Context: an optimization exercise on an open-source flow, tuned for small area. The choices shown serve that exercise and are no tape-out recipe.
Function was checked by simulation only, so behaviour that the tests miss may differ from the original.
Power figures rest on the tool's default switching activity, not on a simulated workload.

<file path="design/flow/flow/run.sh">
#!/bin/bash
# Own layout flow: the standard ORFS flow (standard.sh), with these
# changes only:
#  - synthesis is the standard script, but ABC maps with flow/abc.script
#    (area-oriented) and the full-adder extraction step is skipped; the
#    flip-flops are mapped before ABC exactly as in the standard synthesis;
#  - port buffers use the smallest buffer (buf_1);
#  - clock tree synthesis inserts no dummy loads.
set -euo pipefail
W=$PWD
sed "s#log_cmd abc {\*}\$abc_args#log_cmd abc -script $W/flow/abc.script {*}[lrange \$abc_args 2 end]#" \
    "$FLOW_HOME/scripts/synth.tcl" > "$W/synth_mod.tcl"
grep -q "flow/abc.script" "$W/synth_mod.tcl"
sed "s#\$::env(SCRIPTS_DIR)/synth.tcl#$W/synth_mod.tcl#" "$W/synth_recipe.tcl" > "$W/my_synth.tcl"
grep -q "synth_mod.tcl" "$W/my_synth.tcl"
sed "s#SYNTH_SCRIPT=[^ ]*#SYNTH_SCRIPT=$W/my_synth.tcl#" "$W/standard.sh" > "$W/my_standard.sh"
grep -q "my_synth.tcl" "$W/my_standard.sh"
CTS="-sink_clustering_enable -repair_clock_nets -dont_use_dummy_load"
[ -f "$W/flow/cts_args" ] && CTS="$CTS $(cat "$W/flow/cts_args")"
bash "$W/my_standard.sh" ADDER_MAP_FILE= \
    "BUFFER_PORTS_ARGS=-buffer_cell sky130_fd_sc_hd__buf_1" \
    "CTS_ARGS=$CTS" \
    finish > "$W/flow_make.log" 2>&1
</file>
<file path="design/flow/flow/abc.script">
strash
dch -f
amap
topo
</file>
<file path="design/flow/standard.sh">
#!/bin/bash
# synth_recipe.tcl (not shown) runs the flow's synth.tcl, then flattens the netlist and writes it again
# the make line also repeats each setting of config.mk as NAME=value (left out here)
make -C /OpenROAD-flow-scripts/flow DESIGN_CONFIG=/design/flow/config.mk WORK_HOME=/design/flow/orfs CLKGATE_MAP_FILE= SYNTH_SCRIPT=/design/flow/synth_recipe.tcl "${@:-finish}"
</file>
<file path="design/flow/config.mk">
export PLATFORM = sky130hd
export DESIGN_NAME = driver
export DESIGN_NICKNAME = driver
export VERILOG_FILES = /design/flow/design.v
export SDC_FILE = /design/flow/constraint.sdc
export NUM_CORES = 4
export LEC_CHECK = 0
export CAP_MARGIN = 20
export CORE_MARGIN = 2
export CORE_UTILIZATION = 55
export GPL_TIMING_DRIVEN = 0
export PLACE_DENSITY = 0.7
export SLEW_MARGIN = 20
</file>
<file path="design/flow/constraint.sdc">
create_clock -name core_clock -period 5.0 [get_ports {clk}]
set_input_delay 1.0000 -clock core_clock [delete_from_list [all_inputs] [get_ports {clk}]]
set_output_delay 1.0000 -clock core_clock [all_outputs]
set_load 0.01 [all_outputs]
</file>
<file path="design/flow/design.v">
module coord_list(
    input clk,
    input rst,
    input NE1,
    input NWE,
    input [2:0] ADDR,
    input [7:0] DATA,
    output reg [9:0] xc,
    output reg xn,
    output reg [9:0] yc,
    output reg [1:0] col
);
    wire we = ~NE1 & ~NWE;
    wire [7:0] d = rst ? 8'd0 : DATA;
    wire [1:0] hi = (d[3] | d[2]) ? 2'd3 : d[1:0];
    always @(posedge clk) begin
        if (rst | (we & (ADDR == 3'd2))) xc[7:0] <= d;
        if (rst | (we & (ADDR == 3'd3))) begin
            xc[9:8] <= hi;
            xn <= d[4];
        end
        if (rst | (we & (ADDR == 3'd4))) yc[7:0] <= d;
        if (rst | (we & (ADDR == 3'd5))) yc[9:8] <= hi;
        if (rst | (we & (ADDR == 3'd1))) col <= d[1:0];
    end
endmodule
module driver(
    input clk,
    input rst,
    input NE1,
    input NWE,
    input [2:0] ADDR,
    input [7:0] DATA,
    output r,
    output g,
    output b,
    output h_sync,
    output v_sync
);
    wire [9:0] xc, yc;
    wire xn;
    wire [1:0] col;
    coord_list regs(
        .clk(clk), .rst(rst), .NE1(NE1), .NWE(NWE), .ADDR(ADDR), .DATA(DATA),
        .xc(xc), .xn(xn), .yc(yc), .col(col)
    );
    reg [9:0] hc, vc;
    reg p, m;
    reg [1:0] cc;
    wire [9:0] hc_n, vc_n;
    wire p_n, m_n;
    wire [1:0] cc_n;
    core c(
        .rst(rst), .hc(hc), .vc(vc), .xc(xc), .xn(xn), .yc(yc), .col(col),
        .p(p), .m(m), .cc(cc),
        .hc_n(hc_n), .vc_n(vc_n), .p_n(p_n), .m_n(m_n), .cc_n(cc_n),
        .h_sync(h_sync), .v_sync(v_sync), .r(r), .g(g), .b(b)
    );
    always @(posedge clk) begin
        hc <= hc_n;
        vc <= vc_n;
        p <= p_n;
        m <= m_n;
        cc <= cc_n;
    end
endmodule
module core(
    input rst,
    input [9:0] hc, input [9:0] vc,
    input [9:0] xc, input xn, input [9:0] yc, input [1:0] col,
    input p, input m, input [1:0] cc,
    output [9:0] hc_n, output [9:0] vc_n,
    output p_n, output m_n, output [1:0] cc_n,
    output h_sync, output v_sync,
    output r, output g, output b
);
  wire new_n79, new_n80, new_n81, new_n83, new_n84, new_n85, new_n87,
    new_n88, new_n89, new_n91, new_n92, new_n93, new_n95, new_n96, new_n97,
    new_n98, new_n99, new_n100, new_n102, new_n103, new_n104, new_n106,
    new_n107, new_n108, new_n110, new_n111, new_n112, new_n114, new_n116,
    new_n117, new_n118, new_n119, new_n120, new_n121, new_n122, new_n124,
    new_n125, new_n126, new_n128, new_n129, new_n130, new_n132, new_n133,
    new_n134, new_n136, new_n137, new_n138, new_n140, new_n141, new_n142,
    new_n144, new_n145, new_n146, new_n147, new_n149, new_n150, new_n151,
    new_n153, new_n154, new_n155, new_n157, new_n159, new_n160, new_n161,
    new_n162, new_n163, new_n164, new_n165, new_n166, new_n167, new_n168,
    new_n169, new_n170, new_n171, new_n172, new_n173, new_n174, new_n175,
    new_n176, new_n177, new_n178, new_n179, new_n180, new_n181, new_n182,
    new_n183, new_n184, new_n185, new_n186, new_n187, new_n188, new_n189,
    new_n190, new_n191, new_n192, new_n193, new_n194, new_n195, new_n196,
    new_n197, new_n198, new_n199, new_n200, new_n201, new_n202, new_n203,
    new_n204, new_n205, new_n206, new_n207, new_n208, new_n209, new_n210,
    new_n211, new_n212, new_n213, new_n214, new_n215, new_n216, new_n217,
    new_n218, new_n219, new_n220, new_n221, new_n222, new_n223, new_n224,
    new_n225, new_n226, new_n227, new_n228, new_n229, new_n230, new_n231,
    new_n232, new_n233, new_n234, new_n235, new_n236, new_n237, new_n238,
    new_n239, new_n240, new_n241, new_n242, new_n243, new_n244, new_n245,
    new_n246, new_n247, new_n248, new_n249, new_n250, new_n251, new_n252,
    new_n253, new_n254, new_n255, new_n256, new_n257, new_n258, new_n259,
    new_n260, new_n261, new_n262, new_n263, new_n264, new_n265, new_n266,
    new_n267, new_n268, new_n269, new_n270, new_n271, new_n272, new_n273,
    new_n274, new_n275, new_n276, new_n277, new_n278, new_n279, new_n280,
    new_n281, new_n282, new_n283, new_n284, new_n285, new_n286, new_n287,
    new_n288, new_n289, new_n290, new_n291, new_n292, new_n293, new_n294,
    new_n295, new_n296, new_n297, new_n298, new_n299, new_n300, new_n301,
    new_n302, new_n303, new_n304, new_n305, new_n306, new_n307, new_n308,
    new_n309, new_n310, new_n311, new_n312, new_n313, new_n314, new_n315,
    new_n316, new_n317, new_n318, new_n319, new_n320, new_n321, new_n322,
    new_n323, new_n324, new_n325, new_n326, new_n327, new_n328, new_n329,
    new_n330, new_n331, new_n332, new_n333, new_n334, new_n335, new_n336,
    new_n337, new_n338, new_n339, new_n340, new_n341, new_n342, new_n343,
    new_n344, new_n345, new_n346, new_n347, new_n348, new_n349, new_n350,
    new_n351, new_n352, new_n353, new_n354, new_n355, new_n356, new_n357,
    new_n358, new_n359, new_n360, new_n361, new_n362, new_n363, new_n364,
    new_n365, new_n366, new_n367, new_n368, new_n369, new_n370, new_n371,
    new_n372, new_n373, new_n374, new_n375, new_n376, new_n377, new_n378,
    new_n379, new_n380, new_n381, new_n382, new_n383, new_n384, new_n385,
    new_n386, new_n387, new_n388, new_n389, new_n390, new_n391, new_n392,
    new_n393, new_n394, new_n395, new_n396, new_n397, new_n398, new_n399,
    new_n400, new_n401, new_n402, new_n403, new_n404, new_n405, new_n406,
    new_n407, new_n408, new_n409, new_n410, new_n411, new_n412, new_n413,
    new_n414, new_n415, new_n416, new_n417, new_n418, new_n419, new_n420,
    new_n421, new_n422, new_n423, new_n424, new_n425, new_n426, new_n427,
    new_n428, new_n429, new_n430, new_n431, new_n432, new_n433, new_n434,
    new_n435, new_n436, new_n437, new_n438, new_n439, new_n440, new_n441,
    new_n442, new_n443, new_n444, new_n445, new_n446, new_n447, new_n448,
    new_n449, new_n450, new_n451, new_n452, new_n453, new_n454, new_n455,
    new_n456, new_n457, new_n458, new_n459, new_n460, new_n461, new_n462,
    new_n463, new_n464, new_n465, new_n466, new_n467, new_n468, new_n469,
    new_n470, new_n471, new_n472, new_n473, new_n474, new_n475, new_n476,
    new_n478, new_n479, new_n480, new_n481, new_n482, new_n483, new_n484,
    new_n486, new_n489, new_n490, new_n491, new_n492, new_n493, new_n494,
    new_n495, new_n496, new_n497, new_n499, new_n500, new_n501, new_n502,
    new_n503, new_n504, new_n505, new_n506, new_n507, new_n508, new_n509,
    new_n510, new_n513;
  assign hc_n[0] = rst | ~hc[0];
  assign new_n79 = hc[0] & hc[1];
  assign new_n80 = ~hc[0] & ~hc[1];
  assign new_n81 = ~rst & ~new_n80;
  assign hc_n[1] = ~new_n79 & new_n81;
  assign new_n83 = ~hc[2] & ~new_n79;
  assign new_n84 = hc[2] & new_n79;
  assign new_n85 = ~rst & ~new_n84;
  assign hc_n[2] = ~new_n83 & new_n85;
  assign new_n87 = ~hc[3] & ~new_n84;
  assign new_n88 = hc[3] & new_n84;
  assign new_n89 = ~rst & ~new_n88;
  assign hc_n[3] = ~new_n87 & new_n89;
  assign new_n91 = ~hc[4] & ~new_n88;
  assign new_n92 = hc[4] & new_n88;
  assign new_n93 = ~rst & ~new_n92;
  assign hc_n[4] = ~new_n91 & new_n93;
  assign new_n95 = hc[8] & hc[9];
  assign new_n96 = new_n92 & new_n95;
  assign new_n97 = ~rst & ~new_n96;
  assign new_n98 = ~hc[5] & ~new_n92;
  assign new_n99 = hc[5] & new_n92;
  assign new_n100 = ~new_n98 & ~new_n99;
  assign hc_n[5] = new_n97 & new_n100;
  assign new_n102 = hc[6] & new_n99;
  assign new_n103 = ~hc[6] & ~new_n99;
  assign new_n104 = new_n97 & ~new_n103;
  assign hc_n[6] = ~new_n102 & new_n104;
  assign new_n106 = hc[7] & new_n102;
  assign new_n107 = ~hc[7] & ~new_n102;
  assign new_n108 = new_n97 & ~new_n107;
  assign hc_n[7] = ~new_n106 & new_n108;
  assign new_n110 = hc[8] & new_n106;
  assign new_n111 = ~hc[8] & ~new_n106;
  assign new_n112 = new_n97 & ~new_n111;
  assign hc_n[8] = ~new_n110 & new_n112;
  assign new_n114 = ~hc[9] & ~new_n110;
  assign hc_n[9] = new_n97 & ~new_n114;
  assign new_n116 = vc[2] & vc[3];
  assign new_n117 = vc[9] & new_n116;
  assign new_n118 = new_n96 & new_n117;
  assign new_n119 = ~rst & ~new_n118;
  assign new_n120 = vc[0] & new_n96;
  assign new_n121 = ~vc[0] & ~new_n96;
  assign new_n122 = ~new_n120 & ~new_n121;
  assign vc_n[0] = new_n119 & new_n122;
  assign new_n124 = vc[1] & new_n120;
  assign new_n125 = ~vc[1] & ~new_n120;
  assign new_n126 = new_n119 & ~new_n125;
  assign vc_n[1] = ~new_n124 & new_n126;
  assign new_n128 = ~vc[2] & ~new_n124;
  assign new_n129 = vc[2] & new_n124;
  assign new_n130 = new_n119 & ~new_n129;
  assign vc_n[2] = ~new_n128 & new_n130;
  assign new_n132 = ~vc[3] & ~new_n129;
  assign new_n133 = vc[3] & new_n129;
  assign new_n134 = new_n119 & ~new_n133;
  assign vc_n[3] = ~new_n132 & new_n134;
  assign new_n136 = ~vc[4] & ~new_n133;
  assign new_n137 = vc[4] & new_n133;
  assign new_n138 = new_n119 & ~new_n137;
  assign vc_n[4] = ~new_n136 & new_n138;
  assign new_n140 = ~vc[5] & ~new_n137;
  assign new_n141 = vc[5] & new_n137;
  assign new_n142 = new_n119 & ~new_n141;
  assign vc_n[5] = ~new_n140 & new_n142;
  assign new_n144 = ~vc[6] & ~new_n141;
  assign new_n145 = vc[5] & vc[6];
  assign new_n146 = new_n137 & new_n145;
  assign new_n147 = new_n119 & ~new_n146;
  assign vc_n[6] = ~new_n144 & new_n147;
  assign new_n149 = ~vc[7] & ~new_n146;
  assign new_n150 = vc[7] & new_n146;
  assign new_n151 = new_n119 & ~new_n150;
  assign vc_n[7] = ~new_n149 & new_n151;
  assign new_n153 = ~vc[8] & ~new_n150;
  assign new_n154 = vc[8] & new_n150;
  assign new_n155 = new_n119 & ~new_n154;
  assign vc_n[8] = ~new_n153 & new_n155;
  assign new_n157 = ~vc[9] & ~new_n154;
  assign vc_n[9] = new_n119 & ~new_n157;
  assign new_n159 = ~hc[5] & ~new_n95;
  assign new_n160 = xc[5] & new_n159;
  assign new_n161 = hc[4] & ~new_n95;
  assign new_n162 = xc[4] & ~new_n161;
  assign new_n163 = ~xc[4] & new_n161;
  assign new_n164 = ~new_n162 & ~new_n163;
  assign new_n165 = ~hc[3] & xc[3];
  assign new_n166 = hc[3] & ~xc[3];
  assign new_n167 = ~hc[2] & xc[2];
  assign new_n168 = hc[2] & ~xc[2];
  assign new_n169 = ~hc[1] & xc[1];
  assign new_n170 = hc[1] & ~xc[1];
  assign new_n171 = ~hc[0] & xc[0];
  assign new_n172 = ~new_n170 & new_n171;
  assign new_n173 = ~new_n169 & ~new_n172;
  assign new_n174 = ~new_n168 & ~new_n173;
  assign new_n175 = ~new_n167 & ~new_n174;
  assign new_n176 = ~new_n166 & ~new_n175;
  assign new_n177 = ~new_n165 & ~new_n176;
  assign new_n178 = new_n164 & ~new_n177;
  assign new_n179 = ~new_n162 & ~new_n178;
  assign new_n180 = ~xc[5] & ~new_n159;
  assign new_n181 = ~new_n160 & ~new_n180;
  assign new_n182 = ~new_n179 & new_n181;
  assign new_n183 = ~new_n160 & ~new_n182;
  assign new_n184 = hc[6] & ~xc[6];
  assign new_n185 = new_n183 & new_n184;
  assign new_n186 = xc[6] & ~new_n183;
  assign new_n187 = ~new_n185 & ~new_n186;
  assign new_n188 = xc[7] & ~new_n187;
  assign new_n189 = ~hc[6] & xc[6];
  assign new_n190 = new_n183 & new_n189;
  assign new_n191 = ~new_n184 & ~new_n189;
  assign new_n192 = ~new_n183 & new_n191;
  assign new_n193 = ~new_n190 & ~new_n192;
  assign new_n194 = ~new_n188 & new_n193;
  assign new_n195 = hc[8] & ~hc[9];
  assign new_n196 = xc[8] & ~new_n195;
  assign new_n197 = ~xc[8] & new_n195;
  assign new_n198 = ~new_n196 & ~new_n197;
  assign new_n199 = new_n194 & new_n198;
  assign new_n200 = ~new_n194 & ~new_n198;
  assign new_n201 = ~new_n199 & ~new_n200;
  assign new_n202 = ~new_n169 & ~new_n170;
  assign new_n203 = hc[0] & ~xc[0];
  assign new_n204 = ~new_n171 & ~new_n203;
  assign new_n205 = new_n202 & new_n204;
  assign new_n206 = ~new_n167 & ~new_n168;
  assign new_n207 = new_n173 & ~new_n205;
  assign new_n208 = new_n201 & new_n207;
  assign new_n209 = ~new_n173 & ~new_n201;
  assign new_n210 = ~new_n208 & ~new_n209;
  assign new_n211 = new_n206 & new_n210;
  assign new_n212 = ~new_n206 & ~new_n210;
  assign new_n213 = ~new_n211 & ~new_n212;
  assign new_n214 = new_n205 & ~new_n213;
  assign new_n215 = new_n201 & ~new_n214;
  assign new_n216 = ~new_n165 & ~new_n166;
  assign new_n217 = new_n175 & new_n216;
  assign new_n218 = ~new_n175 & ~new_n216;
  assign new_n219 = ~new_n217 & ~new_n218;
  assign new_n220 = new_n215 & ~new_n219;
  assign new_n221 = ~new_n215 & new_n219;
  assign new_n222 = ~new_n220 & ~new_n221;
  assign new_n223 = new_n201 & ~new_n202;
  assign new_n224 = ~new_n201 & new_n202;
  assign new_n225 = ~new_n223 & ~new_n224;
  assign new_n226 = new_n171 & ~new_n225;
  assign new_n227 = new_n203 & new_n225;
  assign new_n228 = ~new_n226 & ~new_n227;
  assign new_n229 = ~new_n213 & new_n228;
  assign new_n230 = new_n213 & ~new_n228;
  assign new_n231 = vc[0] & ~yc[0];
  assign new_n232 = vc[1] & ~yc[1];
  assign new_n233 = ~vc[1] & yc[1];
  assign new_n234 = ~new_n232 & ~new_n233;
  assign new_n235 = vc[3] & ~vc[9];
  assign new_n236 = yc[3] & ~new_n235;
  assign new_n237 = ~vc[0] & yc[0];
  assign new_n238 = ~new_n233 & ~new_n237;
  assign new_n239 = ~new_n232 & ~new_n238;
  assign new_n240 = yc[2] & new_n239;
  assign new_n241 = vc[2] & ~vc[9];
  assign new_n242 = ~yc[2] & ~new_n239;
  assign new_n243 = ~new_n240 & ~new_n242;
  assign new_n244 = ~new_n241 & new_n243;
  assign new_n245 = ~new_n240 & ~new_n244;
  assign new_n246 = ~yc[3] & new_n235;
  assign new_n247 = ~new_n236 & ~new_n246;
  assign new_n248 = ~new_n245 & new_n247;
  assign new_n249 = ~new_n236 & ~new_n248;
  assign new_n250 = ~vc[5] & ~vc[9];
  assign new_n251 = yc[5] & new_n250;
  assign new_n252 = ~yc[5] & ~new_n250;
  assign new_n253 = ~new_n251 & ~new_n252;
  assign new_n254 = ~vc[4] & yc[4];
  assign new_n255 = vc[4] & ~yc[4];
  assign new_n256 = ~new_n254 & ~new_n255;
  assign new_n257 = new_n253 & new_n256;
  assign new_n258 = new_n249 & new_n257;
  assign new_n259 = ~new_n252 & ~new_n255;
  assign new_n260 = ~new_n251 & ~new_n259;
  assign new_n261 = ~new_n258 & ~new_n260;
  assign new_n262 = vc[6] & ~yc[6];
  assign new_n263 = ~vc[6] & yc[6];
  assign new_n264 = ~new_n262 & ~new_n263;
  assign new_n265 = new_n261 & ~new_n264;
  assign new_n266 = ~new_n261 & new_n264;
  assign new_n267 = ~new_n265 & ~new_n266;
  assign new_n268 = ~new_n234 & new_n267;
  assign new_n269 = new_n234 & ~new_n267;
  assign new_n270 = ~new_n268 & ~new_n269;
  assign new_n271 = new_n231 & new_n270;
  assign new_n272 = new_n237 & ~new_n270;
  assign new_n273 = ~new_n271 & ~new_n272;
  assign new_n274 = ~new_n230 & new_n273;
  assign new_n275 = ~new_n229 & new_n274;
  assign new_n276 = new_n245 & ~new_n247;
  assign new_n277 = ~new_n248 & ~new_n276;
  assign new_n278 = new_n241 & ~new_n243;
  assign new_n279 = ~new_n244 & ~new_n278;
  assign new_n280 = ~new_n231 & ~new_n237;
  assign new_n281 = new_n234 & new_n280;
  assign new_n282 = new_n279 & new_n281;
  assign new_n283 = new_n267 & ~new_n282;
  assign new_n284 = ~new_n277 & new_n283;
  assign new_n285 = new_n277 & ~new_n283;
  assign new_n286 = ~new_n284 & ~new_n285;
  assign new_n287 = new_n213 & new_n286;
  assign new_n288 = new_n267 & ~new_n281;
  assign new_n289 = ~new_n279 & ~new_n288;
  assign new_n290 = new_n279 & new_n288;
  assign new_n291 = ~new_n289 & ~new_n290;
  assign new_n292 = ~new_n202 & new_n204;
  assign new_n293 = ~new_n273 & ~new_n292;
  assign new_n294 = new_n291 & ~new_n293;
  assign new_n295 = new_n287 & new_n294;
  assign new_n296 = ~new_n275 & new_n295;
  assign new_n297 = new_n222 & ~new_n296;
  assign new_n298 = ~new_n286 & ~new_n291;
  assign new_n299 = ~new_n273 & new_n298;
  assign new_n300 = new_n230 & new_n299;
  assign new_n301 = new_n297 & ~new_n300;
  assign new_n302 = new_n287 & ~new_n291;
  assign new_n303 = new_n203 & ~new_n225;
  assign new_n304 = new_n171 & new_n225;
  assign new_n305 = ~new_n273 & ~new_n304;
  assign new_n306 = ~new_n303 & new_n305;
  assign new_n307 = new_n273 & ~new_n292;
  assign new_n308 = ~new_n306 & ~new_n307;
  assign new_n309 = new_n302 & new_n308;
  assign new_n310 = new_n301 & ~new_n309;
  assign new_n311 = ~new_n249 & ~new_n267;
  assign new_n312 = new_n277 & new_n282;
  assign new_n313 = new_n249 & ~new_n312;
  assign new_n314 = new_n267 & new_n313;
  assign new_n315 = ~new_n311 & ~new_n314;
  assign new_n316 = new_n253 & new_n267;
  assign new_n317 = ~new_n253 & ~new_n267;
  assign new_n318 = ~new_n316 & ~new_n317;
  assign new_n319 = new_n254 & ~new_n318;
  assign new_n320 = new_n255 & new_n318;
  assign new_n321 = ~new_n319 & ~new_n320;
  assign new_n322 = ~new_n315 & new_n321;
  assign new_n323 = ~new_n257 & new_n315;
  assign new_n324 = ~new_n322 & ~new_n323;
  assign new_n325 = ~new_n310 & new_n324;
  assign new_n326 = ~new_n286 & new_n291;
  assign new_n327 = new_n237 & new_n270;
  assign new_n328 = new_n231 & ~new_n270;
  assign new_n329 = ~new_n327 & ~new_n328;
  assign new_n330 = new_n205 & ~new_n329;
  assign new_n331 = new_n228 & new_n281;
  assign new_n332 = ~new_n205 & new_n331;
  assign new_n333 = ~new_n330 & ~new_n332;
  assign new_n334 = ~new_n308 & ~new_n333;
  assign new_n335 = ~new_n281 & new_n329;
  assign new_n336 = new_n275 & new_n335;
  assign new_n337 = new_n230 & ~new_n329;
  assign new_n338 = new_n229 & ~new_n273;
  assign new_n339 = ~new_n337 & ~new_n338;
  assign new_n340 = ~new_n336 & new_n339;
  assign new_n341 = new_n205 & ~new_n340;
  assign new_n342 = ~new_n334 & ~new_n341;
  assign new_n343 = new_n326 & ~new_n342;
  assign new_n344 = new_n213 & ~new_n343;
  assign new_n345 = ~new_n253 & new_n256;
  assign new_n346 = ~new_n315 & ~new_n345;
  assign new_n347 = new_n315 & new_n321;
  assign new_n348 = ~new_n346 & ~new_n347;
  assign new_n349 = ~new_n281 & ~new_n308;
  assign new_n350 = new_n298 & ~new_n331;
  assign new_n351 = ~new_n349 & new_n350;
  assign new_n352 = ~new_n273 & new_n326;
  assign new_n353 = ~new_n213 & ~new_n352;
  assign new_n354 = ~new_n229 & ~new_n353;
  assign new_n355 = ~new_n277 & new_n282;
  assign new_n356 = new_n205 & new_n355;
  assign new_n357 = ~new_n354 & ~new_n356;
  assign new_n358 = ~new_n351 & new_n357;
  assign new_n359 = new_n348 & ~new_n358;
  assign new_n360 = ~new_n344 & new_n359;
  assign new_n361 = ~new_n325 & ~new_n360;
  assign new_n362 = ~new_n286 & ~new_n299;
  assign new_n363 = new_n214 & new_n362;
  assign new_n364 = ~new_n222 & ~new_n363;
  assign new_n365 = ~new_n361 & ~new_n364;
  assign new_n366 = new_n179 & ~new_n181;
  assign new_n367 = ~new_n182 & ~new_n366;
  assign new_n368 = ~new_n164 & new_n177;
  assign new_n369 = ~new_n178 & ~new_n368;
  assign new_n370 = new_n214 & new_n216;
  assign new_n371 = new_n201 & ~new_n370;
  assign new_n372 = new_n369 & ~new_n371;
  assign new_n373 = new_n201 & ~new_n372;
  assign new_n374 = new_n367 & ~new_n373;
  assign new_n375 = ~new_n367 & new_n373;
  assign new_n376 = ~new_n374 & ~new_n375;
  assign new_n377 = ~new_n365 & new_n376;
  assign new_n378 = new_n214 & new_n312;
  assign new_n379 = ~new_n222 & ~new_n378;
  assign new_n380 = new_n255 & ~new_n318;
  assign new_n381 = new_n254 & new_n318;
  assign new_n382 = ~new_n315 & ~new_n381;
  assign new_n383 = ~new_n380 & new_n382;
  assign new_n384 = new_n315 & ~new_n345;
  assign new_n385 = ~new_n383 & ~new_n384;
  assign new_n386 = ~new_n379 & new_n385;
  assign new_n387 = ~new_n205 & ~new_n340;
  assign new_n388 = new_n286 & ~new_n291;
  assign new_n389 = ~new_n213 & new_n388;
  assign new_n390 = new_n387 & new_n389;
  assign new_n391 = ~new_n281 & new_n296;
  assign new_n392 = new_n302 & new_n334;
  assign new_n393 = ~new_n391 & ~new_n392;
  assign new_n394 = ~new_n390 & new_n393;
  assign new_n395 = new_n348 & ~new_n394;
  assign new_n396 = ~new_n386 & ~new_n395;
  assign new_n397 = new_n298 & ~new_n333;
  assign new_n398 = ~new_n354 & ~new_n397;
  assign new_n399 = new_n326 & new_n387;
  assign new_n400 = new_n205 & new_n352;
  assign new_n401 = new_n213 & ~new_n400;
  assign new_n402 = ~new_n399 & new_n401;
  assign new_n403 = ~new_n398 & ~new_n402;
  assign new_n404 = new_n222 & ~new_n403;
  assign new_n405 = ~new_n396 & ~new_n404;
  assign new_n406 = ~new_n369 & new_n371;
  assign new_n407 = ~new_n372 & ~new_n406;
  assign new_n408 = ~new_n405 & new_n407;
  assign new_n409 = new_n298 & ~new_n340;
  assign new_n410 = ~new_n297 & ~new_n409;
  assign new_n411 = new_n301 & ~new_n355;
  assign new_n412 = new_n385 & ~new_n411;
  assign new_n413 = ~new_n410 & new_n412;
  assign new_n414 = new_n367 & new_n369;
  assign new_n415 = ~new_n367 & ~new_n369;
  assign new_n416 = ~new_n370 & new_n415;
  assign new_n417 = ~new_n414 & ~new_n416;
  assign new_n418 = ~new_n413 & ~new_n417;
  assign new_n419 = new_n370 & new_n414;
  assign new_n420 = xn & ~new_n419;
  assign new_n421 = new_n183 & ~new_n191;
  assign new_n422 = ~hc[7] & ~xc[7];
  assign new_n423 = hc[7] & xc[7];
  assign new_n424 = ~new_n422 & ~new_n423;
  assign new_n425 = ~new_n184 & ~new_n424;
  assign new_n426 = ~new_n183 & new_n425;
  assign new_n427 = ~new_n189 & new_n424;
  assign new_n428 = ~new_n426 & ~new_n427;
  assign new_n429 = ~new_n421 & new_n428;
  assign new_n430 = ~new_n420 & new_n429;
  assign new_n431 = ~new_n201 & ~new_n430;
  assign new_n432 = ~hc[8] & hc[9];
  assign new_n433 = ~new_n197 & ~new_n432;
  assign new_n434 = ~xc[9] & ~new_n433;
  assign new_n435 = ~new_n200 & new_n434;
  assign new_n436 = new_n193 & ~new_n424;
  assign new_n437 = ~new_n185 & new_n424;
  assign new_n438 = ~new_n414 & ~new_n437;
  assign new_n439 = ~new_n436 & new_n438;
  assign new_n440 = ~new_n434 & ~new_n439;
  assign new_n441 = ~new_n199 & new_n440;
  assign new_n442 = vc[7] & ~yc[7];
  assign new_n443 = vc[8] & ~yc[8];
  assign new_n444 = ~vc[8] & yc[8];
  assign new_n445 = ~new_n443 & ~new_n444;
  assign new_n446 = ~vc[7] & yc[7];
  assign new_n447 = new_n445 & ~new_n446;
  assign new_n448 = ~new_n442 & new_n447;
  assign new_n449 = ~new_n262 & new_n448;
  assign new_n450 = ~new_n442 & ~new_n445;
  assign new_n451 = ~yc[6] & ~new_n447;
  assign new_n452 = ~new_n450 & new_n451;
  assign new_n453 = ~new_n449 & ~new_n452;
  assign new_n454 = ~new_n261 & new_n453;
  assign new_n455 = ~new_n263 & new_n448;
  assign new_n456 = ~new_n445 & ~new_n446;
  assign new_n457 = ~new_n442 & ~new_n443;
  assign new_n458 = new_n263 & ~new_n457;
  assign new_n459 = ~new_n456 & new_n458;
  assign new_n460 = new_n260 & ~new_n264;
  assign new_n461 = ~new_n459 & ~new_n460;
  assign new_n462 = ~new_n455 & new_n461;
  assign new_n463 = xc[9] & new_n433;
  assign new_n464 = ~yc[7] & new_n443;
  assign new_n465 = ~yc[9] & new_n464;
  assign new_n466 = yc[9] & ~new_n464;
  assign new_n467 = ~rst & ~new_n466;
  assign new_n468 = ~new_n465 & new_n467;
  assign new_n469 = ~new_n463 & new_n468;
  assign new_n470 = ~new_n462 & new_n469;
  assign new_n471 = ~new_n454 & new_n470;
  assign new_n472 = ~new_n441 & new_n471;
  assign new_n473 = ~new_n435 & new_n472;
  assign new_n474 = ~new_n431 & new_n473;
  assign new_n475 = ~new_n418 & new_n474;
  assign new_n476 = ~new_n408 & new_n475;
  assign p_n = ~new_n377 & new_n476;
  assign new_n478 = ~hc[7] & ~hc[8];
  assign new_n479 = hc[9] & ~new_n478;
  assign new_n480 = vc[7] & vc[8];
  assign new_n481 = new_n145 & new_n480;
  assign new_n482 = ~rst & ~vc[9];
  assign new_n483 = p & new_n482;
  assign new_n484 = ~new_n481 & new_n483;
  assign m_n = ~new_n479 & new_n484;
  assign new_n486 = ~rst & m;
  assign cc_n[0] = col[0] & new_n486;
  assign cc_n[1] = col[1] & new_n486;
  assign new_n489 = ~hc[1] & ~hc[2];
  assign new_n490 = ~hc[3] & new_n489;
  assign new_n491 = hc[4] & ~new_n490;
  assign new_n492 = ~hc[5] & ~hc[6];
  assign new_n493 = ~new_n491 & new_n492;
  assign new_n494 = hc[5] & hc[6];
  assign new_n495 = new_n491 & new_n494;
  assign new_n496 = hc[7] & new_n432;
  assign new_n497 = ~new_n495 & new_n496;
  assign h_sync = new_n493 | ~new_n497;
  assign new_n499 = ~hc[4] & ~hc[9];
  assign new_n500 = ~vc[0] & new_n499;
  assign new_n501 = new_n478 & new_n492;
  assign new_n502 = new_n500 & new_n501;
  assign new_n503 = new_n490 & new_n502;
  assign new_n504 = ~vc[1] & vc[2];
  assign new_n505 = new_n503 & ~new_n504;
  assign new_n506 = vc[1] & ~vc[2];
  assign new_n507 = ~new_n503 & ~new_n506;
  assign new_n508 = ~vc[4] & new_n235;
  assign new_n509 = new_n481 & new_n508;
  assign new_n510 = ~new_n507 & new_n509;
  assign v_sync = new_n505 | ~new_n510;
  assign r = cc[0] & cc[1];
  assign new_n513 = ~cc[0] & ~cc[1];
  assign g = ~r & ~new_n513;
  assign b = cc[0] & ~cc[1];
endmodule
</file>
==> reports/metrics.cfg, run 1 <==
[run_status]
status = timing/DRC/antenna clean

[timing]
worst_pin_slew_ns = 1.08
layout_setup_ws_ns = 0.321
fin_worst_skew_ns = 0.0216
timing.fmax_mhz = 214
hold_viol = 0
drv_slew = 0
setup_viol = 0
max-slew-margin-rel_pct = 27.4
period_minus_slack_ns = 4.68
period_share_pct = 93.6

[floorplan]
io_pins = 20
core_area_um2 = 5070
rows = 26
die_area_um2 = 5810
die_h_um = 76.2
initial_core_util_pct = 56.5
die_x_um = 76.2

[clock_tree]
cts_max_level = 2
clk_pin_slew_ns = 0.09
cts_tree = built
clockBufferDepth = 2
cts.sink_count = 47
cts_buffers = 5
cts-root-buf = clkbuf_8
clk-insertion-delay-late_ns = 0.30

[final_layout]
nNetsFinal = 442
diodes = 0
areaGrowthSynthToFinish_pct = 14.5
drive_above_1_share_pct = 8.94
final_cells = 495
fin_area_um2 = 3280

[route]
drt.antenna.violating_nets = 0
drt_wl_total_um = 6760
viasPerCell = 5.67
drtIter0Drc = 252
drc = 0
dr_total_vias = 2807
drt-wirelength-per-cell_um = 13.7
dr.pass1.iters = 5

[logic_synthesis]
syn_inst = 396
syn_area_um2 = 2870
yosys.area.top_type = edfxtp_1
syn_area_per_cell_um2 = 7.24
yosys.area.top_type_share_pct = 24.1
ys_ff_latch = 47
synth_fp_nets = 411
synthTopCellsByArea = edfxtp_1 24%, dfxtp_1 17%, nor2_1 12%
ys_warn_count = 2
ys_seq_area_share_pct = 40.8
synth_cell_types = 32

[placed_design]
hpwl_um = 5160
dp_cells = 485
gp_congestion = 0.879
pre_cts_slack_ns = -0.796
port_buffers = 19
dpl_cell_area_um2 = 3030

[power]
ir_worst_vdd_mv = 0.207
p_per_area_nw_per_um2 = 293
p_leak_nw = 1.10
total_power_uw = 961

[critical_path]
crit_path_start_kind = flip-flop
crit_path_max_incr_delay_ns = 0.42
cp_max_fo = 6
cp_slowest_cell = dfxtp_1
worst_setup_path_end_kind = flip-flop
crit_type = flip-flop to flip-flop
critPathRequiredTime_ns = 5.19
rr_worst_depth = 29
crit_arrival_ns = 4.87

[run]
maxCapViolations = 0

[min_path]
min_path_type = flip-flop to flip-flop
hold_depth = 1

[global_route]
grt_first_pass_wirelength_um = 10900
grt_usage_pct = 23.0
grt_pass1_vias = 2421
grt_max_degree = 17
overflow = 0
antenna_found_initial = 0

==> synth_stat cells, drive strengths merged <==
cell type  count
nor2          91
clkinv        62
nand2         36
o21ai         29
dfxtp         24
edfxtp        23
o22ai         21
nor2b         15
nor3          15
a21oi         14
a211oi        10
nand3          9
a31oi          7
and3           5
o221ai         4
o31ai          4
or2            4
nor4           3
o32ai          3
a21o           2
nand4          2
o2111a         2
o22a           2
a2111oi        1
a221oi         1
a31o           1
and2           1
nor4b          1
o211ai         1
o21a           1
o221a          1
or3            1
==> sequential cells by signal, summed over array words and instances, names as in the netlist <==
register,cells
regs.col,2
regs.yc,10
p,1
hc,10
cc,2
regs.xc,10
regs.xn,1
vc,10
m,1
==> power by group <==
part / switching (mW) / total (mW) / internal (mW)
combinational: 0.196 / 0.317 / 0.121
sequential: 0.0125 / 0.438 / 0.426
clock: 0.115 / 0.206 / 0.0904
total: 0.324 / 0.961 / 0.637
==> placed cells by master, fill, tap and decap left out, drive strengths merged <==
| cell | netlist | layout |
|---|---|---|
| a31oi | 7 | 7 |
| o22ai | 21 | 21 |
| nor4 | 3 | 3 |
| o221ai | 4 | 4 |
| and3 | 5 | 5 |
| a31o | 1 | 1 |
| o31ai | 4 | 4 |
| nand2 | 36 | 36 |
| o21ai | 29 | 29 |
| clkbuf | 0 | 5 |
| or2 | 4 | 4 |
| nor2b | 15 | 15 |
| a21o | 2 | 2 |
| o211ai | 1 | 1 |
| clkinv | 62 | 58 |
| a2111oi | 1 | 1 |
| o32ai | 3 | 3 |
| buf | 0 | 24 |
| edfxtp | 23 | 23 |
| inv | 0 | 4 |
| o221a | 1 | 1 |
| dfxtp | 24 | 24 |
| nor4b | 1 | 1 |
| o2111a | 2 | 2 |
| a221oi | 1 | 1 |
| o21a | 1 | 1 |
| a21oi | 14 | 14 |
| nand4 | 2 | 2 |
| o22a | 2 | 2 |
| nand3 | 9 | 9 |
| a211oi | 10 | 10 |
| nor2 | 91 | 91 |
| and2 | 1 | 1 |
| or3 | 1 | 1 |
| nor3 | 15 | 15 |
==> cell families after synthesis <==
logic type / count (synthesis) / share of synthesized area (%)
buffers and inverters: 62 / 8.12
AO/OA/AOI/OAI: 104 / 23.2
AND/OR/NAND/NOR: 183 / 27.9
flip-flops: 47 / 40.8
==> metal layers <==
metal	vias up	share of wire, %	global-route usage, %
li1	1451	-	-
met1	1292	48	32.1
met2	58	48	38.3
met3	6	3.7	3.08
met4	0	0.92	4.91
met5	-	0	0
==> metrics by stage <==
| step | hold WS (ns) | setup TNS [ns] | utilization, % |
|---|---|---|---|
| 2_1_floorplan | 0.370 | 0 | - |
| 3_3_place_gp | 0.379 | -0.723 | 59.6 |
| 3_5_place_dp | 0.381 | -0.796 | 59.7 |
| 4_1_cts | 0.399 | 0 | 62.0 |
| 5_1_grt | 0.413 | -0.0807 | 64.7 |
| 6_report | 0.404 | 0 | 64.7 |
==> critical path, delay by kind of cell, from the launching register on <==
family / cells / cell delay [ns]
AOI/OAI and AO/OA: 11 / 1.89
and+or+nand+nor: 12 / 1.54
buffers and inverters: 6 / 0.72
DFF: 1 / 0.42
==> worst paths after layout <==
check,end,from,slack (ns)
worst max-delay path,p$_DFF_P_,hc[8]$_DFF_P_,0.32
worst min-delay path,hc[0]$_DFF_P_,hc[0]$_DFF_P_,0.40
worst max register to register,p$_DFF_P_,hc[8]$_DFF_P_,0.32
worst min register to register,hc[0]$_DFF_P_,hc[0]$_DFF_P_,0.40
==> layout make-up <==
type / instances / area, um^2
fillers: 458 / 1790
multi-input cells: 287 / 1610
flip-flops and latches: 47 / 1170
inverters: 62 / 235
repair buffers: 24 / 109
well taps: 70 / 87.6
clock buffers: 5 / 68.8
==> timing repair <==
action | 4_1_cts | 5_1_grt
endpoints found under the hold margin | 0 | 0
gates resized for setup | 11 | 32
endpoints found under the setup margin | 1 | 1
pin swaps | 1 | 5
hold buffers | 0 | 0
buffers inserted | 2 | 3
==> inputs of run 2 (changes only) <==
==> design/flow/flow/abc.script (replaced) <==
strash
dch -f
amap
topo
upsize -D 3800
dnsize -D 3800
==> reports/metrics.cfg, run 2 <==
[critical_path]
crit_buf_inv = 4  ; -2
path_delay_family = compound AO/OA/AOI/OAI gates
critPathRequiredTime_ns = 5.18  ; about the same
crit_path_max_incr_delay_ns = 0.39  ; -0.03 ns
startpoint = hc[9]$_DFF_P_
worst_setup_path_end_kind = flip-flop
cp_slowest_cell = dfxtp_1
cp_max_fo = 7  ; +1
crit_type = flip-flop to flip-flop
crit_arrival_ns = 4.81  ; -0.06 ns
r2r-start = hc[9]$_DFF_P_
crit_path_start_kind = flip-flop

[final_layout]
utilization_pct = 63.9  ; -0.78 points
fin_area_um2 = 3260  ; -0.57%
areaGrowthSynthToFinish_pct = 12.8
layout_common_cells = 89 x nor2_1, 55 x clkinv_1, 34 x nand2_1
final_common_cell = nor2_1
drive_above_1_share_pct = 8.49  ; -0.45 points
final_cells = 494  ; -0.20%
diodes = 0  ; unchanged
nNetsFinal = 441  ; -0.23%

[logic_synthesis]
synth_fp_nets = 411  ; unchanged
synth_cell_types = 37  ; +16%
synth_ff_type = dfxtp_1
syn_area_um2 = 2890  ; +0.92%
synth_most_common_cell = nor2_1
syn_area_per_cell_um2 = 7.31  ; +0.92%
async_flop_share_pct = 0  ; unchanged
synth_edf_count = 23  ; unchanged
yosys.area.top_type_share_pct = 23.9  ; -0.22 points
ys_ff_latch = 47  ; unchanged
synthTopCellsByArea = edfxtp_1 24%, dfxtp_1 17%, nor2_1 12%
ys_warn_count = 2  ; unchanged
synthTopCellsByCount = 90 x nor2_1, 56 x clkinv_1, 36 x nand2_1
ys_seq_area_share_pct = 40.5  ; -0.37 points
yosys.area.top_type = edfxtp_1
syn_inst = 396  ; unchanged

[clock_tree]
cts_buffers = 5  ; unchanged
clockBufferDepth = 2  ; unchanged
clk-insertion-delay-late_ns = 0.31  ; about the same
cts-root-buf = clkbuf_8
cts.sink_count = 47  ; unchanged
cts_tree = built
clk_pin_slew_ns = 0.09  ; about the same
cts_max_level = 2  ; unchanged
postCtsHoldBufs = 0  ; unchanged

[global_route]
grt_max_degree = 17  ; unchanged
overflow = 0  ; unchanged
antenna_found_initial = 0  ; unchanged
grt_pass1_vias = 2403  ; -0.74%
grt_first_pass_wirelength_um = 10800  ; -0.44%
grt_usage_pct = 23.1  ; +0.094 points

[timing]
period_minus_slack_ns = 4.63  ; -0.0500 ns
fin_hold_ws_ns = 0.410  ; +0.00562 ns
hold_viol = 0  ; unchanged
setup_viol = 0  ; unchanged
layout_setup_ws_ns = 0.371  ; +0.0500 ns
worst_pin_slew_ns = 0.837  ; -0.241 ns
tns_ns = 0  ; unchanged
period_share_pct = 92.6  ; -1.0 points
timing.fmax_mhz = 216  ; +1.1%
drv_slew = 0  ; unchanged
fin_worst_skew_ns = 0.0249  ; +0.00325 ns
max-slew-margin-rel_pct = 43.8  ; +16 points

[floorplan]
rows = 26  ; unchanged
initial_core_util_pct = 56.7  ; +0.15 points
die_h_um = 76.5  ; +0.43%
core_area_um2 = 5110  ; +0.64%
die_area_um2 = 5860  ; +0.87%
io_pins = 20  ; unchanged
die_x_um = 76.5  ; +0.43%

[placed_design]
dp_cells = 485  ; unchanged
dpl_cell_area_um2 = 3060  ; +0.87%
hpwl_um = 5200  ; +0.77%
pre_cts_slack_ns = 0.284  ; +1.08 ns
port_buffers = 19  ; unchanged
gp_congestion = 0.875  ; -0.49%

[power]
swShare_pct = 33.9  ; +0.19 points
total_power_uw = 956  ; -0.53%
ir_worst_vdd_mv = 0.195  ; -5.6%
power_frac_clock_pct = 21.7  ; +0.3 points
seqPwrFrac_pct = 45.9  ; +0.3 points
p_sw_uw = 324  ; about the same
p_per_area_nw_per_um2 = 293  ; about the same
p_comb_share_pct = 32.5  ; -0.5 points
p_leak_nw = 1.09  ; -0.70%
power.internal_uw = 632  ; -0.81%

[route]
drt_wl_total_um = 6640  ; -1.7%
drt.antenna.violating_nets = 0  ; unchanged
drtIter0Drc = 236  ; -6.3%
viasPerCell = 5.52  ; -2.7%
dr.pass1.iters = 6  ; +1
drc = 0  ; unchanged
dr_total_vias = 2726  ; -2.9%
drt-wirelength-per-cell_um = 13.4  ; -1.5%

[min_path]
min_path_type = flip-flop to flip-flop
hold_path_startpoint = hc[0]$_DFF_P_

[run_status]
status = timing/DRC/antenna clean

[run]
maxCapViolations = 0  ; unchanged

## run 2: cell count changes after synthesis, moves of 3 or more
cell	change
inv_2	+6
o21ai_2	+3
clkinv_1	-6
o21ai_1	+5
o21ai_0	-8
## run 2: routing by layer
layer / share of wire [%] / GRT usage, % / vias to the layer above
li1: - / - / 1448
met2: 48 / 39.4 / 62
met1: 47 / 30.6 / 1205
met3: 4.6 / 3.55 / 11
met5: 0 / 0 / -
met4: 1.3 / 6.00 / 0
## run 2: repair_timing
| item | CTS | global route |
|---|---|---|
| resized for setup | 0 | 22 |
| endpoints found under the setup margin | 0 | 1 |
| buffers inserted | 0 | 4 |
## run 2: logic make-up (layout without fill, tap and decap cells)
group                  after synthesis  in the layout  synth area share, %
AO/OA/AOI/OAI                      104            104                 23.6
buffers and inverters               62             90                 8.04
flip-flops                          47             47                 40.5
AND/OR/NAND/NOR                    183            183                 27.9
## run 2: worst paths after layout
path,to,slack [ns],cells past startpoint
max,p$_DFF_P_,0.37,28
min,hc[0]$_DFF_P_,0.41,1
max reg2reg,p$_DFF_P_,0.37,28
min reg2reg,hc[0]$_DFF_P_,0.41,1
## run 2: power groups by stage
stage	Combinational [mW]	Clock, mW	Sequential, mW
6_report	0.310	0.207	0.439
5_1_grt	0.345	0.221	0.441
4_1_cts	0.259	0.208	0.438
3_5_place_dp	0.258	0	0.447
3_3_place_gp	0.255	0	0.446
2_1_floorplan	0.207	0	0.443
## run 2: area by class of cell
cell class                      count  area (um^2)
Fill cell                         472         1840
Multi-Input combinational cell    287         1600
Sequential cell                    47         1170
Inverter                           62          233
Timing Repair Buffer               23          101
Tap cell                           70         87.6
Clock buffer                        5         68.8
==> inputs of run 3 (changes only) <==
==> design/flow/flow/abc.script (replaced) <==
strash
dch -f
amap
topo
upsize -D 3400
dnsize -D 3400
==> design/flow/flow/cts_args (new file) <==
-buf_list sky130_fd_sc_hd__clkbuf_8 -root_buf sky130_fd_sc_hd__clkbuf_8 -sink_clustering_size 24 -sink_clustering_max_diameter 80
==> reports/metrics.cfg, run 3 <==
[global_route]
antenna_found_initial = 0  ; unchanged
grt_first_pass_wirelength_um = 11100  ; +2.7%
grt_pass1_vias = 2424  ; +0.87%
overflow = 0  ; unchanged
grt_max_degree = 18  ; +1
grt_usage_pct = 23.2  ; +0.11 points

[final_layout]
nNetsFinal = 437  ; -0.91%
layout_common_cells = 88 x nor2_1, 51 x clkinv_1, 31 x nand2_1
areaGrowthSynthToFinish_pct = 8.51
diodes = 0  ; unchanged
final_cells = 490  ; -0.81%
final_common_cell = nor2_1
fin_area_um2 = 3260  ; -0.27%
drive_above_1_share_pct = 10.5  ; +2.0 points

[logic_synthesis]
yosys.area.top_type_share_pct = 23.0  ; -0.85 points
syn_inst = 396  ; unchanged
synth_edf_count = 23  ; unchanged
synthTopCellsByArea = edfxtp_1 23%, dfxtp_1 16%, nor2_1 11%
syn_area_per_cell_um2 = 7.58  ; +3.7%
ys_seq_area_share_pct = 39.0  ; -1.4 points
synth_cell_types = 49  ; +32%
synth_most_common_cell = nor2_1
syn_area_um2 = 3000  ; +3.7%
async_flop_share_pct = 0  ; unchanged
synth_ff_type = dfxtp_1
synthTopCellsByCount = 88 x nor2_1, 51 x clkinv_1, 31 x nand2_1
ys_ff_latch = 47  ; unchanged
ys_warn_count = 2  ; unchanged
yosys.area.top_type = edfxtp_1
synth_fp_nets = 411  ; unchanged

[clock_tree]
clk-insertion-delay-late_ns = 0.31  ; about the same
postCtsHoldBufs = 0  ; unchanged
cts.sink_count = 47  ; unchanged
cts_max_level = 2  ; unchanged
cts-root-buf = clkbuf_8
cts_buffers = 5  ; unchanged
clk_pin_slew_ns = 0.10  ; about the same
cts_tree = built
post_cts_resized = 0  ; unchanged
clockBufferDepth = 2  ; unchanged
post_cts_buffers = 0  ; unchanged

[critical_path]
cp_max_fo = 7  ; unchanged
cp_slowest_cell = edfxtp_1
crit_path_max_incr_delay_ns = 0.43  ; +0.04 ns
crit_type = flip-flop to flip-flop
crit_arrival_ns = 4.77  ; -0.04 ns
crit_top_cell = o21ai_2
crit_path_start_kind = flip-flop
reg2reg_slack_ns = 0.40  ; +0.03 ns
worst_setup_path_end_kind = flip-flop
critPathRequiredTime_ns = 5.17  ; about the same

[timing]
setup_viol = 0  ; unchanged
fin_hold_ws_ns = 0.416  ; +0.00614 ns
worst_pin_slew_ns = 0.859  ; +0.0212 ns
max-slew-margin-rel_pct = 42.4  ; -1.4 points
period_share_pct = 92.1  ; -0.51 points
layout_setup_ws_ns = 0.396  ; +0.0257 ns
drv_slew = 0  ; unchanged
timing.fmax_mhz = 217  ; +0.56%
rsz0062_at_grt = false
hold_viol = 0  ; unchanged
period_minus_slack_ns = 4.60  ; -0.0257 ns
fin_worst_skew_ns = 0.0324  ; +0.00750 ns
tns_ns = 0  ; unchanged

[floorplan]
initial_core_util_pct = 58.0  ; +1.3 points
die_h_um = 77.9  ; +1.7%
die_x_um = 77.9  ; +1.7%
io_pins = 20  ; unchanged
core_area_um2 = 5170  ; +1.3%
rows = 26  ; unchanged
die_area_um2 = 6060  ; +3.5%

[power]
power.internal_uw = 620  ; -1.8%
ir_worst_vdd_mv = 0.230  ; +18%
p_per_area_nw_per_um2 = 287  ; -2.1%
p_leak_nw = 1.09  ; -0.16%
seqPwrFrac_pct = 47.0  ; +1.1 points
swShare_pct = 33.5  ; -0.35 points
power_frac_clock_pct = 21.9  ; +0.2 points
p_sw_uw = 313  ; -3.3%
p_comb_share_pct = 31.1  ; -1.4 points

[placed_design]
dpl_cell_area_um2 = 3160  ; +3.5%
gp_congestion = 0.855  ; -2.3%
pre_cts_slack_ns = 0.375  ; +0.0913 ns
hpwl_um = 5260  ; +1.1%
port_buffers = 19  ; unchanged
dp_cells = 485  ; unchanged

[route]
dr.pass1.iters = 5  ; -1
drt-wirelength-per-cell_um = 13.3  ; -1.3%
dr_total_vias = 2707  ; -0.70%
drt.antenna.violating_nets = 0  ; unchanged
viasPerCell = 5.52  ; +0.11%
drtIter0Drc = 175  ; -26%
drt_wl_total_um = 6500  ; -2.1%
drc = 0  ; unchanged

[run]
maxCapViolations = 0  ; unchanged

[min_path]
min_path_type = flip-flop to flip-flop

[run_status]
status = timing/DRC/antenna clean

-- run 3: area by class of cell --
class                      count  area, um^2
tap                           70        87.6
sequential                    47        1170
inverter                      62         235
fill                         469        1920
timing repair buffer          19        71.3
clock buffer                   5        68.8
multi-input combinational    287        1620
-- run 3: power groups by stage --
stage | Combinational [mW] | Clock (mW) | Sequential (mW)
after floorplan | 0.227 | 0 | 0.444
after global placement | 0.277 | 0 | 0.447
after detailed placement | 0.282 | 0 | 0.447
after CTS | 0.283 | 0.210 | 0.439
after global routing | 0.330 | 0.223 | 0.441
final | 0.290 | 0.204 | 0.439
-- run 3: critical path: cells and delay by family, from the launching register on --
kind / cells / cell delay (ns)
AOI/OAI and AO/OA: 13 / 1.94
DFF: 1 / 0.43
and+or+nand+nor: 15 / 1.88
buffers and inverters: 2 / 0.20
-- run 3: through the flow --
step	utilization, %	total power, mW
final	62.9	0.934
after floorplan	-	0.670
after global placement	61.1	0.724
after CTS	62.5	0.931
after global routing	62.9	0.994
after detailed placement	61.2	0.729
-- run 3: final timing paths --
check | startpoint | endpoint | depth (start not counted)
min reg2reg | hc[0]$_DFF_P_ | hc[0]$_DFF_P_ | 1
max reg2reg | regs.xc[0]$_DFFE_PP_ | p$_DFF_P_ | 30
max | regs.xc[0]$_DFFE_PP_ | p$_DFF_P_ | 30
min | hc[0]$_DFF_P_ | hc[0]$_DFF_P_ | 1
-- run 3: logic make-up after synthesis --
logic type             synth area share, %
buffers and inverters                 7.84
AOI/OAI and AO/OA                     24.3
DFF                                   39.0
and+or+nand+nor                       28.8
-- run 3: routing by layer --
layer	wire [um]	share of wire [%]	GRT usage, %	vias to the layer above
li1	-	-	-	1442
met1	3220	50	32.6	1203
met2	2980	46	37.0	57
met3	239	3.7	3.72	5
met4	56	0.86	6.25	0
met5	0	0	0	-
==> inputs of run 4 (changes only) <==
removed: design/flow/flow/cts_args
==> reports/metrics.cfg, run 4 <==
[run_status]
status = timing/DRC/antenna clean

[route]
drt_wl_total_um = 6500  ; unchanged
dr.pass1.iters = 5  ; unchanged
drt-wirelength-per-cell_um = 13.3  ; unchanged
drt.antenna.violating_nets = 0  ; unchanged
viasPerCell = 5.52  ; unchanged
drtIter0Drc = 175  ; unchanged
dr_total_vias = 2707  ; unchanged
drc = 0  ; unchanged

[floorplan]
die_h_um = 77.9  ; unchanged
initial_core_util_pct = 58.0  ; unchanged
die_area_um2 = 6060  ; unchanged
rows = 26  ; unchanged
io_pins = 20  ; unchanged
core_area_um2 = 5170  ; unchanged
die_x_um = 77.9  ; unchanged

[global_route]
grt_max_degree = 18  ; unchanged
antenna_found_initial = 0  ; unchanged
grt_usage_pct = 23.2  ; unchanged
grt_first_pass_wirelength_um = 11100  ; unchanged
grt_pass1_vias = 2424  ; unchanged
overflow = 0  ; unchanged

[critical_path]
critPathRequiredTime_ns = 5.17  ; about the same
cp_max_fo = 7  ; unchanged
crit_path_max_incr_delay_ns = 0.43  ; about the same
rr_worst_depth = 30  ; unchanged
cp_slowest_cell = edfxtp_1
crit_type = flip-flop to flip-flop
crit_path_start_kind = flip-flop
worst_setup_path_end_kind = flip-flop
crit_arrival_ns = 4.77  ; about the same
crit_top_cell = o21ai_2

[clock_tree]
post_cts_buffers = 0  ; unchanged
cts.sink_count = 47  ; unchanged
cts_tree = built
clockBufferDepth = 2  ; unchanged
clk-insertion-delay-late_ns = 0.31  ; about the same
cts-root-buf = clkbuf_8
clk_pin_slew_ns = 0.10  ; about the same
cts_max_level = 2  ; unchanged
cts_buffers = 5  ; unchanged

[logic_synthesis]
synthTopCellsByCount = 88 x nor2_1, 51 x clkinv_1, 31 x nand2_1
synthTopCellsByArea = edfxtp_1 23%, dfxtp_1 16%, nor2_1 11%
synth_fp_nets = 411  ; unchanged
async_flop_share_pct = 0  ; unchanged
synth_cell_types = 49  ; unchanged
syn_area_per_cell_um2 = 7.58  ; unchanged
synth_edf_count = 23  ; unchanged
syn_inst = 396  ; unchanged
ys_ff_latch = 47  ; unchanged
yosys.area.top_type_share_pct = 23.0  ; unchanged
synth_most_common_cell = nor2_1
synth_ff_type = dfxtp_1
yosys.area.top_type = edfxtp_1
syn_area_um2 = 3000  ; unchanged
ys_seq_area_share_pct = 39.0  ; unchanged
ys_warn_count = 2  ; unchanged

[final_layout]
diodes = 0  ; unchanged
final_common_cell = nor2_1
drive_above_1_share_pct = 10.5  ; unchanged
areaGrowthSynthToFinish_pct = 8.51  ; unchanged
nNetsFinal = 437  ; unchanged
multi_input_area_um2 = 1620  ; unchanged
layout_common_cells = 88 x nor2_1, 51 x clkinv_1, 31 x nand2_1
utilization_pct = 62.9  ; unchanged
fillCellCount = 469  ; unchanged
regArea_um2 = 1170  ; unchanged

[power]
p_per_area_nw_per_um2 = 287  ; unchanged
p_leak_nw = 1.09  ; unchanged
ir_worst_vdd_mv = 0.230  ; unchanged

[timing]
tns_ns = 0  ; unchanged
period_share_pct = 92.1  ; unchanged
max-slew-margin-rel_pct = 42.4  ; unchanged
fin_worst_skew_ns = 0.0324  ; unchanged
rsz0062_at_grt = false
hold_viol = 0  ; unchanged
fin_hold_ws_ns = 0.416  ; unchanged
setup_viol = 0  ; unchanged
layout_setup_ws_ns = 0.396  ; unchanged
worst_pin_slew_ns = 0.859  ; unchanged
drv_slew = 0  ; unchanged
period_minus_slack_ns = 4.60  ; unchanged
timing.fmax_mhz = 217  ; unchanged

[min_path]
min_path_type = flip-flop to flip-flop
hold_depth = 1  ; unchanged

[placed_design]
hpwl_um = 5260  ; unchanged
gp_congestion = 0.855  ; unchanged
pre_cts_slack_ns = 0.375  ; unchanged
port_buffers = 19  ; unchanged

[run]
maxCapViolations = 0  ; unchanged

## run 4: critical path, delay by kind of cell, from the launching register on
| family | cells | cell delay (ns) |
|---|---|---|
| compound gates | 13 | 1.94 |
| flops | 1 | 0.43 |
| simple gates | 15 | 1.88 |
| buf+inv | 2 | 0.20 |
## run 4: cell type report
type / count / area share [%]
well taps: 70 / 2.69
repair buffers: 19 / 2.19
flip-flops and latches: 47 / 36.0
inverters: 62 / 7.23
multi-input cells: 287 / 49.8
clock buffers: 5 / 2.11
## run 4: metrics by stage
stage	total power, mW	instance area [um^2]	std cells
floorplan	0.670	3000	396
global placement	0.724	3160	485
detailed placement	0.729	3160	485
CTS	0.931	3230	490
global route	0.994	3260	490
finish	0.934	3260	490
## run 4: report_power, final
part | total (mW) | internal, mW | switching (mW)
registers | 0.439 | 0.426 | 0.0129
logic | 0.290 | 0.104 | 0.186
clock network | 0.204 | 0.0903 | 0.114
total | 0.934 | 0.620 | 0.313
## run 4: timing repair
item,in CTS,in global routing
hold buffers,0,0
gates resized for setup,0,5
setup endpoints to repair,0,1
endpoints found under the hold margin,0,0
## run 4: routing by layer
metal	global-route usage (%)	part of all wire, %	vias to the layer above	wire length (um)
met5	0	0	-	0
met4	6.25	0.86	0	56
met3	3.72	3.7	5	239
met2	37.0	46	57	2980
met1	32.6	50	1203	3220
li1	-	-	1442	-
## run 4: cells by family after synthesis
kind of cell / Yosys count / synth area share, %
flops: 47 / 39.0
compound gates: 104 / 24.3
simple gates: 183 / 28.8
buf+inv: 62 / 7.84
## run 4: worst paths after layout
kind                             start            end  slack (ns)
hold / removal           hc[0]$_DFF_P_  hc[0]$_DFF_P_        0.42
setup reg to reg  regs.xc[0]$_DFFE_PP_      p$_DFF_P_        0.40
setup / recovery  regs.xc[0]$_DFFE_PP_      p$_DFF_P_        0.40
hold reg to reg          hc[0]$_DFF_P_  hc[0]$_DFF_P_        0.42
==> inputs of run 5 (changes only) <==
--- a/design/flow/flow/run.sh
+++ b/design/flow/flow/run.sh
@@ -18,3 +18,3 @@
 CTS="-sink_clustering_enable -repair_clock_nets -dont_use_dummy_load"
-[ -f "$W/flow/cts_args" ] && CTS="$CTS $(cat "$W/flow/cts_args")"
+[ -f "$W/flow/cts_args" ] && CTS="$(cat "$W/flow/cts_args")"
 bash "$W/my_standard.sh" ADDER_MAP_FILE= \
==> design/flow/flow/cts_args (new file) <==
-repair_clock_nets -dont_use_dummy_load -buf_list sky130_fd_sc_hd__clkbuf_8
==> reports/metrics.cfg, run 5 <==
[final_layout]
multi_input_area_um2 = 1620  ; unchanged
regArea_um2 = 1170  ; unchanged
fin_area_um2 = 3260  ; unchanged
drive_above_1_share_pct = 10.5  ; unchanged
areaGrowthSynthToFinish_pct = 8.51  ; unchanged
layout_common_cells = 88 x nor2_1, 51 x clkinv_1, 31 x nand2_1
final_common_cell = nor2_1
fillCellCount = 469  ; unchanged
diodes = 0  ; unchanged
nNetsFinal = 437  ; unchanged

[route]
drtIter0Drc = 175  ; unchanged
drt_wl_total_um = 6500  ; unchanged
viasPerCell = 5.52  ; unchanged
drc = 0  ; unchanged
drt-wirelength-per-cell_um = 13.3  ; unchanged
dr_total_vias = 2707  ; unchanged
dr.pass1.iters = 5  ; unchanged
drt.antenna.violating_nets = 0  ; unchanged

[min_path]
whs_endpoint = hc[0]$_DFF_P_
hold_path_startpoint = hc[0]$_DFF_P_
hold_depth = 1  ; unchanged
min_path_type = flip-flop to flip-flop

[critical_path]
r2r_end = p$_DFF_P_
crit_arrival_ns = 4.77  ; about the same
cp_slowest_cell = edfxtp_1
cp_max_fo = 7  ; unchanged
critPathRequiredTime_ns = 5.17  ; about the same
rr_worst_depth = 30  ; unchanged
r2r-start = regs.xc[0]$_DFFE_PP_
crit_path_max_incr_delay_ns = 0.43  ; about the same
crit_path_start_kind = flip-flop
worst_setup_path_end_kind = flip-flop
crit_type = flip-flop to flip-flop
crit_top_cell = o21ai_2
reg2reg_slack_ns = 0.40  ; about the same

[timing]
period_share_pct = 92.1  ; unchanged
hold_viol = 0  ; unchanged
rsz0062_at_grt = false
timing.fmax_mhz = 217  ; unchanged
worst_pin_slew_ns = 0.859  ; unchanged
fin_worst_skew_ns = 0.0324  ; unchanged
period_minus_slack_ns = 4.60  ; unchanged
setup_viol = 0  ; unchanged
drv_slew = 0  ; unchanged
max-slew-margin-rel_pct = 42.4  ; unchanged
tns_ns = 0  ; unchanged

[logic_synthesis]
synth_ff_type = dfxtp_1
syn_area_um2 = 3000  ; unchanged
synthTopCellsByCount = 88 x nor2_1, 51 x clkinv_1, 31 x nand2_1
synth_cell_types = 49  ; unchanged
ys_ff_latch = 47  ; unchanged
yosys.area.top_type_share_pct = 23.0  ; unchanged
ys_warn_count = 2  ; unchanged
synth_most_common_cell = nor2_1
async_flop_share_pct = 0  ; unchanged
yosys.area.top_type = edfxtp_1
syn_inst = 396  ; unchanged
synth_edf_count = 23  ; unchanged
ys_seq_area_share_pct = 39.0  ; unchanged
synthTopCellsByArea = edfxtp_1 23%, dfxtp_1 16%, nor2_1 11%
syn_area_per_cell_um2 = 7.58  ; unchanged
synth_fp_nets = 411  ; unchanged

[clock_tree]
post_cts_buffers = 0  ; unchanged
clk_pin_slew_ns = 0.10  ; about the same
cts.sink_count = 47  ; unchanged
cts_max_level = 2  ; unchanged
clockBufferDepth = 2  ; unchanged
cts-root-buf = clkbuf_8
clk-insertion-delay-late_ns = 0.31  ; about the same
cts_buffers = 5  ; unchanged
cts_tree = built

[floorplan]
die_area_um2 = 6060  ; unchanged
die_x_um = 77.9  ; unchanged
die_h_um = 77.9  ; unchanged
core_area_um2 = 5170  ; unchanged
initial_core_util_pct = 58.0  ; unchanged
rows = 26  ; unchanged
io_pins = 20  ; unchanged

[power]
p_leak_nw = 1.09  ; unchanged
p_per_area_nw_per_um2 = 287  ; unchanged
ir_worst_vdd_mv = 0.230  ; unchanged

[placed_design]
gp_congestion = 0.855  ; unchanged
hpwl_um = 5260  ; unchanged
port_buffers = 19  ; unchanged
dpl_cell_area_um2 = 3160  ; unchanged

[global_route]
grt_first_pass_wirelength_um = 11100  ; unchanged
grt_max_degree = 18  ; unchanged
grt_pass1_vias = 2424  ; unchanged
grt_usage_pct = 23.2  ; unchanged
overflow = 0  ; unchanged
antenna_found_initial = 0  ; unchanged

[run]
maxCapViolations = 0  ; unchanged

[run_status]
status = timing/DRC/antenna clean

==> run 5: what timing repair did <==
action / CTS / global route
endpoints found under the setup margin: 0 / 1
gates resized for setup: 0 / 5
hold buffers: 0 / 0
endpoints found under the hold margin: 0 / 0
==> run 5: worst max-delay path: cells and delay by family (launching register included) <==
kind	cells	cell delay [ns]
AOI/OAI and AO/OA	13	1.94
and+or+nand+nor	15	1.88
DFF	1	0.43
buffers and inverters	2	0.20
==> run 5: layout make-up <==
cell class	instances	area share (%)
repair buffers	19	2.19
multi-input cells	287	49.8
flip-flops and latches	47	36.0
clock buffers	5	2.11
inverters	62	7.23
well taps	70	2.69
==> run 5: cells by family after synthesis <==
logic type / after synthesis / synth area share, %
simple gates: 183 / 28.8
flops: 47 / 39.0
compound gates: 104 / 24.3
buf+inv: 62 / 7.84
==> run 5: worst max path at each step <==
stage	startpoint	to	slack, ns	cells past startpoint
final	regs.xc[0]$_DFFE_PP_	p$_DFF_P_	0.40	30
after global placement	regs.yc[0]$_DFFE_PP_	p$_DFF_P_	0.44	23
after global routing	regs.xc[0]$_DFFE_PP_	p$_DFF_P_	0.02	30
after detailed placement	regs.yc[0]$_DFFE_PP_	p$_DFF_P_	0.37	23
after CTS	regs.yc[0]$_DFFE_PP_	p$_DFF_P_	0.29	23
after floorplan	regs.xc[0]$_DFFE_PP_	p$_DFF_P_	1.0	30
==> run 5: where the power goes <==
part           switching [mW]  internal, mW  total, mW  leakage [nW]
clock                   0.114        0.0903      0.204        0.0359
sequential             0.0129         0.426      0.439         0.418
combinational           0.186         0.104      0.290         0.636
==> run 5: metrics by stage <==
step | hold slack (ns) | instances | power [mW] | util [%] | worst slack [ns]
finish | 0.416 | 490 | 0.934 | 62.9 | 0.396
global route | 0.430 | 490 | 0.994 | 62.9 | 0.0211
global placement | 0.389 | 485 | 0.724 | 61.1 | 0.436
detailed placement | 0.390 | 485 | 0.729 | 61.2 | 0.375
floorplan | 0.378 | 396 | 0.670 | - | 0.999
CTS | 0.415 | 490 | 0.931 | 62.5 | 0.294
==> run 5: layer usage <==
layer / up-vias / wire, um / GRT usage [%]
met5: - / 0 / 0
met4: 0 / 56 / 6.25
met3: 5 / 239 / 3.72
met2: 57 / 2980 / 37.0
met1: 1203 / 3220 / 32.6
li1: 1442 / - / -

[port drivers added, routing unchanged]
Ports are ideal in the flow. The routed layouts listed here were re-timed in OpenROAD.
Step 1 sets driving cells, clkbuf_16 on the clock port and buf_2 on the other inputs (assumed; they add their load-dependent delay and slew).
Step 2 adds t to the input delays and takes it off the output delays; t is the mean of the earliest and latest rising clock arrival at the registers after step 1. Input paths then give back, and output paths get back, about the clock's delay inside the block.
Slacks: no drivers / after step 1 / after step 2; pairs: no drivers / after step 1.
run	t, ns	setup slack, ns	worst setup path after step 2	latest minus earliest clock arrival (ns)
run 1	0.315	0.321 / 0.321 / 0.321	register to register	0.022 / 0.022
run 2	0.326	0.371 / 0.371 / 0.371	register to register	0.025 / 0.025
run 3	0.323	0.396 / 0.396 / 0.396	register to register	0.032 / 0.032
run 4	0.323	0.396 / 0.396 / 0.396	register to register	0.032 / 0.032
run 5	0.323	0.396 / 0.396 / 0.396	register to register	0.032 / 0.032
After both steps setup and hold are still met in every run listed.
